From an optimization exercise on the open Yosys and OpenROAD flow, aimed at small area; shortcuts taken in it are not production practice. Power figures rest on the tool's default switching activity, not on a simulated workload.

## run A
## knightrider
module knightrider(
    input clk,
    input rst,
    input [1:0] mode,
    output [7:0] led
    );
parameter [20:0] speed=21'd2_097_100;
parameter [14:0] delay1=15'd19_512;
parameter [14:0] delay2=15'd15_512;
parameter [20:0] KRT0 = 21'h001100;
localparam [14:0] DEL0 = 15'h7FFF - delay1;
localparam [14:0] DEL2 = delay2 + DEL0;
reg [20:0] krt_cnt;
reg [14:0] del_cnt;
reg [2:0] pos;
reg direction;
reg [63:0] data;
reg [7:0] slow;
wire kr_tick = ~|krt_cnt[19:0];
wire run = ~kr_tick & ~mode[0];
wire kt = kr_tick & ~mode[0];
wire [15:0] dc;
assign dc[0] = run;
genvar k;
generate for (k = 0; k < 15; k = k + 1) begin : dch
    assign dc[k+1] = dc[k] & del_cnt[k];
end endgenerate
wire dt = mode[1] ? dc[15] : (run & (del_cnt == DEL2));
wire [7:0] phi;
pwm pwm_0 (.clk(clk), .rst(rst), .hi(phi));
always @(posedge clk)
    if (rst | kr_tick)
        krt_cnt <= KRT0;
    else
        krt_cnt <= {krt_cnt[19:0], krt_cnt[20] ^ krt_cnt[18]};
always @(posedge clk)
    if (rst | dt)
        del_cnt <= DEL0;
    else
        del_cnt <= del_cnt ^ dc[14:0];
always @(posedge clk)
    if (rst) begin
        pos <= 3'd0;
        direction <= 1'b1;
    end else if (kt) begin
        pos <= direction ? pos + 3'd1 : pos - 3'd1;
        direction <= direction ? (pos != 3'd6) : (pos == 3'd1);
    end
  ...
Size in the first run: about 770 cells after synthesis, ~130 flip-flops, ~12 I/O pins, ~6700 sq um of cells after synthesis.
make LEC_CHECK=0 CAP_MARGIN=20 CORE_MARGIN=2 CORE_UTILIZATION=60 CTS_BUF_LIST=sky130_fd_sc_hd__clkbuf_8 CTS_CLUSTER_DIAMETER=200 CTS_CLUSTER_SIZE=60 SLEW_MARGIN=20 finish   # period 10.0 ns
run.sh (not shown) runs the stock make flow with config.mk's settings and CLKGATE_MAP_FILE= SYNTH_SCRIPT=/design/flow/synth_recipe.tcl, a recipe that flattens the netlist after the stock synthesis.
> inputs changed (run A -> run B)
# run A
export LEC_CHECK = 0
export CAP_MARGIN = 20
export CORE_MARGIN = 2
export CORE_UTILIZATION = 60
export CTS_BUF_LIST = sky130_fd_sc_hd__clkbuf_8
export CTS_CLUSTER_DIAMETER = 200
export CTS_CLUSTER_SIZE = 60
export SLEW_MARGIN = 20
create_clock -name core_clock -period 10.0 [get_ports {clk}]
# run B
export LEC_CHECK = 0
export CAP_MARGIN = 20
export CORE_MARGIN = 2
export CORE_UTILIZATION = 60
export CTS_BUF_LIST = sky130_fd_sc_hd__clkbuf_4
export CTS_CLUSTER_SIZE = 30
export SLEW_MARGIN = 20
create_clock -name core_clock -period 10.0 [get_ports {clk}]
Findings:
- Relative to run A, the setup slack of run B is higher by 0.12 ns.
- Detail-routed net length per standard cell shrinks slightly when moving from run A to run B.
- Delta (run B minus run A): maximum frequency +0.0030 GHz; fraction of power consumed by sequential logic +6.1 points.
- Run B vs. run A: worst slack after detailed placement stayed essentially flat, portion of the layout cell area used by clock cells lower, total power -about 11%, sequential standard cell area was more or less identical.
- Diff run B and run A: core utilization higher in run A
- Run A → run B: clock buffer instance count of the final layout dropped 4; final design area excluding fillers dropped 2.0%.
> inputs changed (run B -> run C)
# run B
export LEC_CHECK = 0
export CAP_MARGIN = 20
export CORE_MARGIN = 2
export CORE_UTILIZATION = 60
export CTS_BUF_LIST = sky130_fd_sc_hd__clkbuf_4
export CTS_CLUSTER_SIZE = 30
export SLEW_MARGIN = 20
create_clock -name core_clock -period 10.0 [get_ports {clk}]
# run C
export LEC_CHECK = 0
export CAP_MARGIN = 20
export CORE_MARGIN = 2
export CORE_UTILIZATION = 60
export SLEW_MARGIN = 20
create_clock -name core_clock -period 10.0 [get_ports {clk}]
==> flow/flow/run.sh (new file) <==
#!/bin/bash
# Standard layout, with the clock tree built without dummy loads.
export CTS_ARGS="-sink_clustering_enable -repair_clock_nets -dont_use_dummy_load -buf_list sky130_fd_sc_hd__clkbuf_4 -sink_clustering_size 30"
bash standard.sh > standard.log 2>&1
==> flow/standard.sh (new file) <==
#!/bin/bash
# synth_recipe.tcl (not shown) runs the flow's synth.tcl, then flattens the netlist and writes it again
# the make line also repeats each setting of config.mk as NAME=value (left out here)
make -C /OpenROAD-flow-scripts/flow DESIGN_CONFIG=/design/flow/config.mk WORK_HOME=/design/flow/orfs CLKGATE_MAP_FILE= SYNTH_SCRIPT=/design/flow/synth_recipe.tcl "${@:-finish}"
removed: flow/run.sh
## What came out
- Delta (run C minus run B): minimum hold slack shows no meaningful change; clock network power share went down; wire length reported by the detailed router saw a decrease; top achievable clock speed down about 0.56%.
- Having completed the whole flow, run C delivered a layout that passed the timing, design-rule and antenna checks.
- Delta (run C minus run B): met3 usage shows an increase of 0.30 points; setup slack saw a decrease.
- Via count, run C and run B: higher on run B
- Run C against run B: core utilization saw a decrease; power now sits lower.
Function was not checked in any run of this note: the RTL went through the layout flow alone.

[port drivers added, routing unchanged]
The flow's constraints put no driver on any port. The routed layouts listed below were extracted and timed again, unchanged, in two steps.
Step 1 assumes that a clkbuf_16 drives the clock port and a buf_2 every other input.
Step 2 moves the port delays by t, midway between the first and last clock arrival at a register: inputs arrive t later, outputs are due t later. That takes back most of the time a late clock gives input paths.
a / b / c = no drivers / after step 1 / after step 2; a / b = the first two.
| run | shift t [ns] | setup slack, ns | hold WS [ns] | latest minus earliest clock arrival (ns) |
|---|---|---|---|---|
| run A | 0.486 | 3.528 / 3.538 / 3.052 | 0.464 / 0.464 / 0.464 | 0.012 / 0.012 |
| run B | 0.573 | 3.650 / 3.658 / 3.085 | 0.469 / 0.469 / 0.469 | 0.016 / 0.016 |
| run C | 0.558 | 3.614 / 3.624 / 3.066 | 0.471 / 0.471 / 0.471 | 0.028 / 0.028 |
After both steps every run listed still meets setup and hold. For run B, which loses most, drivers alone change the setup slack by +0.008 ns; drivers and shift together by -0.565 ns.
